This is an optimization exercise on Yosys and OpenROAD, whose aim is small area, not a production implementation. Only simulation tests tie the RTL to the original design; equivalence was not proved. No activity file was given, so power comes from the tool's default toggle rates.

Design mul16_top, start of the top module:
module mul16_top(
    input   wire            clk,
    input   wire            a_signed,
    input   wire            b_signed,
    input   wire    [15:0]  mula,
    input   wire    [15:0]  mulb,
    output  reg     [31:0]  p
);
reg             a_signed_q, b_signed_q;
reg     [15:0]  mula_q, mulb_q;
wire    [31:0]  prod;
always @(posedge clk) begin
    a_signed_q <= a_signed;
    b_signed_q <= b_signed;
    mula_q     <= mula;
    mulb_q     <= mulb;
    p          <= prod;
end
multi16x16 mult(
    .a_signed(a_signed_q),
    .b_signed(b_signed_q),
    .mula(mula_q),
    .mulb(mulb_q),
    .out(prod)
);
endmodule
Settings: LEC_CHECK=0, ABC_AREA=1, CAP_MARGIN=20, CORE_MARGIN=2, CORE_UTILIZATION=55, CTS_BUF_LIST=sky130_fd_sc_hd__clkbuf_4 sky130_fd_sc_hd__clkbuf_8, CTS_CLUSTER_SIZE=16, SLEW_MARGIN=20, SYNTH_HIERARCHICAL=1; clock period 6.5 ns.
standard.sh (not shown) runs the stock make flow with config.mk's settings and CLKGATE_MAP_FILE= SYNTH_SCRIPT=/design/flow/synth_recipe.tcl, a recipe that flattens the netlist after the stock synthesis.
==> flow/flow/run.sh <==
#!/bin/bash
# Standard ORFS layout (the standard.sh, unchanged synthesis), except:
#  - the port buffers inserted before global placement are the smallest buffer
#    cell instead of the resizer's default choice;
#  - clock tree synthesis uses clkbuf_4 for the root and the leaves and does
#    not add dummy loads to balance the tree.
# Full make/tool output goes to standard.log; ORFS keeps each step's own log
# under orfs/logs/.
set -euo pipefail
export BUFFER_PORTS_ARGS="-buffer_cell sky130_fd_sc_hd__buf_1"
export CTS_ARGS="-sink_clustering_enable -repair_clock_nets -dont_use_dummy_load -sink_clustering_size 12 -root_buf sky130_fd_sc_hd__clkbuf_4 -buf_list {sky130_fd_sc_hd__clkbuf_4}"
bash standard.sh > standard.log 2>&1
The first run went through all stages and came out clean.
Then changed:
--- a/flow/flow/run.sh
+++ b/flow/flow/run.sh
@@ -5,2 +5 @@
-#  - clock tree synthesis uses clkbuf_4 for the root and the leaves and does
-#    not add dummy loads to balance the tree.
+#  - clock tree synthesis does not add dummy loads to balance the tree.
@@ -11 +10 @@
-export CTS_ARGS="-sink_clustering_enable -repair_clock_nets -dont_use_dummy_load -sink_clustering_size 12 -root_buf sky130_fd_sc_hd__clkbuf_4 -buf_list {sky130_fd_sc_hd__clkbuf_4}"
+export CTS_ARGS="-sink_clustering_enable -repair_clock_nets -dont_use_dummy_load -sink_clustering_size 8 -root_buf sky130_fd_sc_hd__clkbuf_4 -buf_list {sky130_fd_sc_hd__clkbuf_4}"
The changed run went through all stages and came out clean.
Die area stays the same.
Hold slack does not change.
Utilization does not change.
Final area does not change.
Fmax is unchanged.
Sequential power hardly moves.
Via count stays the same.
Global-route usage does not change.
Register-to-register slack barely changes.
First-iteration DRC count stays the same.
Worst setup slack does not change.
Then changed:
--- a/flow/flow/run.sh
+++ b/flow/flow/run.sh
@@ -10 +10 @@
-export CTS_ARGS="-sink_clustering_enable -repair_clock_nets -dont_use_dummy_load -sink_clustering_size 8 -root_buf sky130_fd_sc_hd__clkbuf_4 -buf_list {sky130_fd_sc_hd__clkbuf_4}"
+export CTS_ARGS="-sink_clustering_enable -repair_clock_nets -dont_use_dummy_load -sink_clustering_size 12 -root_buf sky130_fd_sc_hd__clkbuf_4 -buf_list {sky130_fd_sc_hd__clkbuf_4}"
--- a/flow/config.mk
+++ b/flow/config.mk
@@ -11 +11 @@
-export CORE_UTILIZATION = 55
+export CORE_UTILIZATION = 70
Effect:
- non-clock buffer count climbs by 1
- hold slack degrades by 0.014 ns
- sequential power stays flat
- register-to-register slack gets worse by 0.08 ns
Then changed:
--- a/flow/flow/run.sh
+++ b/flow/flow/run.sh
@@ -10 +10 @@
-export CTS_ARGS="-sink_clustering_enable -repair_clock_nets -dont_use_dummy_load -sink_clustering_size 12 -root_buf sky130_fd_sc_hd__clkbuf_4 -buf_list {sky130_fd_sc_hd__clkbuf_4}"
+export CTS_ARGS="-sink_clustering_enable -repair_clock_nets -dont_use_dummy_load -sink_clustering_size 16 -buf_list {sky130_fd_sc_hd__clkbuf_4 sky130_fd_sc_hd__clkbuf_8}"
--- a/flow/config.mk
+++ b/flow/config.mk
@@ -11 +11 @@
-export CORE_UTILIZATION = 70
+export CORE_UTILIZATION = 55
The new run ran to the end with no violations. Sequential share of layout area is lower by 0.20 points. Core utilization is lower by 15 points. Routed wire length is higher by 4.0%. Final area is higher by 1.2%. Setup slack gains 0.078 ns. Synthesized area is unchanged.
Then changed:
--- a/flow/flow/run.sh
+++ b/flow/flow/run.sh
@@ -5 +5,2 @@
-#  - clock tree synthesis does not add dummy loads to balance the tree.
+#  - clock tree synthesis uses clkbuf_4 for the root and the leaves and does
+#    not add dummy loads to balance the tree.
@@ -10 +11 @@
-export CTS_ARGS="-sink_clustering_enable -repair_clock_nets -dont_use_dummy_load -sink_clustering_size 16 -buf_list {sky130_fd_sc_hd__clkbuf_4 sky130_fd_sc_hd__clkbuf_8}"
+export CTS_ARGS="-sink_clustering_enable -repair_clock_nets -dont_use_dummy_load -sink_clustering_size 12 -sink_buffer_max_cap_derate 0.5 -root_buf sky130_fd_sc_hd__clkbuf_4 -buf_list {sky130_fd_sc_hd__clkbuf_4}"
After rerunning: Design area decreases by 0.63%. Core utilization came out lower by 0.36 points. Critical path depth stays the same. Final cell count stays flat.

---

Starting RTL as in the previous note.
export LEC_CHECK = 0
export ABC_AREA = 1
export CAP_MARGIN = 20
export CORE_MARGIN = 2
export CORE_UTILIZATION = 55
export CTS_BUF_LIST = sky130_fd_sc_hd__clkbuf_4 sky130_fd_sc_hd__clkbuf_8
export CTS_CLUSTER_SIZE = 16
export SLEW_MARGIN = 20
export SYNTH_HIERARCHICAL = 1
create_clock -name core_clock -period 6.5 [get_ports {clk}]
==> flow/flow/run.sh <==
#!/bin/bash
# Standard ORFS layout (the standard.sh, unchanged synthesis), except:
#  - the port buffers inserted before global placement are the smallest buffer
#    cell instead of the resizer's default choice;
#  - clock tree synthesis does not add dummy loads to balance the tree.
# Full make/tool output goes to standard.log; ORFS keeps each step's own log
# under orfs/logs/.
set -euo pipefail
export BUFFER_PORTS_ARGS="-buffer_cell sky130_fd_sc_hd__buf_1"
export CTS_ARGS="-sink_clustering_enable -repair_clock_nets -dont_use_dummy_load -sink_clustering_size 8 -sink_clustering_max_diameter 40 -root_buf sky130_fd_sc_hd__clkbuf_4 -buf_list {sky130_fd_sc_hd__clkbuf_4}"
bash standard.sh > standard.log 2>&1
The baseline completed without violations.
==> next run, changes <==
==> flow/flow/run.sh (replaced) <==
#!/bin/bash
# Standard ORFS layout (the standard.sh, unchanged synthesis), except:
#  - the port buffers inserted before global placement are the smallest buffer
#    cell instead of the resizer's default choice;
#  - clock tree synthesis does not add dummy loads to balance the tree;
#  - after global routing, gates off the critical paths are downsized
#    (ORFS RECOVER_POWER step).
# Full make/tool output goes to standard.log; ORFS keeps each step's own log
# under orfs/logs/.
set -euo pipefail
export BUFFER_PORTS_ARGS="-buffer_cell sky130_fd_sc_hd__buf_1"
export CTS_ARGS="-sink_clustering_enable -repair_clock_nets -dont_use_dummy_load -sink_clustering_size 16 -buf_list {sky130_fd_sc_hd__clkbuf_4 sky130_fd_sc_hd__clkbuf_8}"
export RECOVER_POWER=100
bash standard.sh > standard.log 2>&1
Outcome:
- The new run completed without violations
- routed wire length hardly moves
- power increases by 1.1%
- worst hold slack loses 0.0074 ns
- first-iteration DRC count increases by 7.1%
- worst setup slack got worse by 0.041 ns
- clock power came out higher by 35%
- sequential cell count is unchanged
==> next run, changes <==
==> flow/flow/run.sh (replaced) <==
#!/bin/bash
# Standard ORFS layout (the standard.sh, unchanged synthesis), except that the
# port buffers inserted before global placement are the smallest buffer cell
# instead of the resizer's default choice. Full make/tool output goes to
# standard.log; ORFS keeps each step's own log under orfs/logs/.
set -euo pipefail
export BUFFER_PORTS_ARGS="-buffer_cell sky130_fd_sc_hd__buf_1"
bash standard.sh > standard.log 2>&1
=> The changed run produced a clean layout. Power goes up by 1.7%. Clock-buffer cell count does not change. Global-route usage is about the same. Cell area goes up by 0.94%. Die area stays the same. Synthesized area does not change. Routed wire length hardly moves. Core utilization goes up by 0.53 points. Setup slack improved by 0.052 ns.
==> next run, changes <==
==> flow/flow/run.sh (replaced) <==
#!/bin/bash
# Standard ORFS layout (the standard.sh, unchanged synthesis), except:
#  - the port buffers inserted before global placement are the smallest buffer
#    cell instead of the resizer's default choice;
#  - clock tree synthesis does not add dummy loads to balance the tree.
# Full make/tool output goes to standard.log; ORFS keeps each step's own log
# under orfs/logs/.
set -euo pipefail
export BUFFER_PORTS_ARGS="-buffer_cell sky130_fd_sc_hd__buf_1"
export CTS_ARGS="-sink_clustering_enable -repair_clock_nets -dont_use_dummy_load -sink_clustering_size 12 -root_buf sky130_fd_sc_hd__clkbuf_4 -buf_list {sky130_fd_sc_hd__clkbuf_4}"
bash standard.sh > standard.log 2>&1
Outcome: The new run produced a clean layout; setup slack gets worse by 0.011 ns; final cell count decreases by 0.41%; cell area went down by 1.5%.
==> next run, changes <==
--- a/flow/flow/run.sh
+++ b/flow/flow/run.sh
@@ -8,4 +8,4 @@
 set -euo pipefail
 export BUFFER_PORTS_ARGS="-buffer_cell sky130_fd_sc_hd__buf_1"
-export CTS_ARGS="-sink_clustering_enable -repair_clock_nets -dont_use_dummy_load -sink_clustering_size 12 -root_buf sky130_fd_sc_hd__clkbuf_4 -buf_list {sky130_fd_sc_hd__clkbuf_4}"
+export CTS_ARGS="-sink_clustering_enable -repair_clock_nets -dont_use_dummy_load -sink_clustering_size 12 -buf_list {sky130_fd_sc_hd__clkbuf_2 sky130_fd_sc_hd__clkbuf_4}"
 bash standard.sh > standard.log 2>&1
=>
- The changed run completed without violations
- cell count stays the same
- register-to-register slack stays flat
- final area is unchanged

separate check: timing with driven ports:
In the flow no input, the clock included, has a driving cell. The finished layouts below were timed again as built, in two steps. Step 1: set_driving_cell puts a clkbuf_16 on clk and a buf_2 on each other input, an assumption about the parent block. Step 2 also shifts input and output timing later by t, the mid clock arrival at the registers, as if the neighbouring blocks saw the same clock. Slacks: ideal / step 1 / step 2; pairs: ideal / step 1.
run	shift t [ns]	setup slack, ns	worst hold slack (ns)	worst setup path at the end	slew at the worst register clock pin (ns)
the first run of note 1	0.476	0.621 / 0.621 / 0.621	0.667 / 0.667 / 0.667	register to register	0.12 / 0.12
the second run of note 1	0.476	0.621 / 0.621 / 0.621	0.667 / 0.667 / 0.667	register to register	0.12 / 0.12
the third run of note 1	0.470	0.537 / 0.537 / 0.537	0.653 / 0.653 / 0.653	register to register	0.12 / 0.12
the fourth run of note 1	0.402	0.616 / 0.616 / 0.616	0.665 / 0.665 / 0.665	register to register	0.08 / 0.08
the fifth run of note 1	0.476	0.621 / 0.621 / 0.621	0.667 / 0.667 / 0.667	register to register	0.12 / 0.12
the first run of note 2	0.476	0.621 / 0.621 / 0.621	0.667 / 0.667 / 0.667	register to register	0.12 / 0.12
the second run of note 2	0.401	0.580 / 0.580 / 0.580	0.660 / 0.660 / 0.660	register to register	0.08 / 0.08
the third run of note 2	0.407	0.632 / 0.632 / 0.632	0.660 / 0.660 / 0.660	register to register	0.08 / 0.08
the fourth run of note 2	0.476	0.621 / 0.621 / 0.621	0.667 / 0.667 / 0.667	register to register	0.12 / 0.12
the fifth run of note 2	0.476	0.621 / 0.621 / 0.621	0.667 / 0.667 / 0.667	register to register	0.12 / 0.12
After both steps every run listed still meets setup and hold.
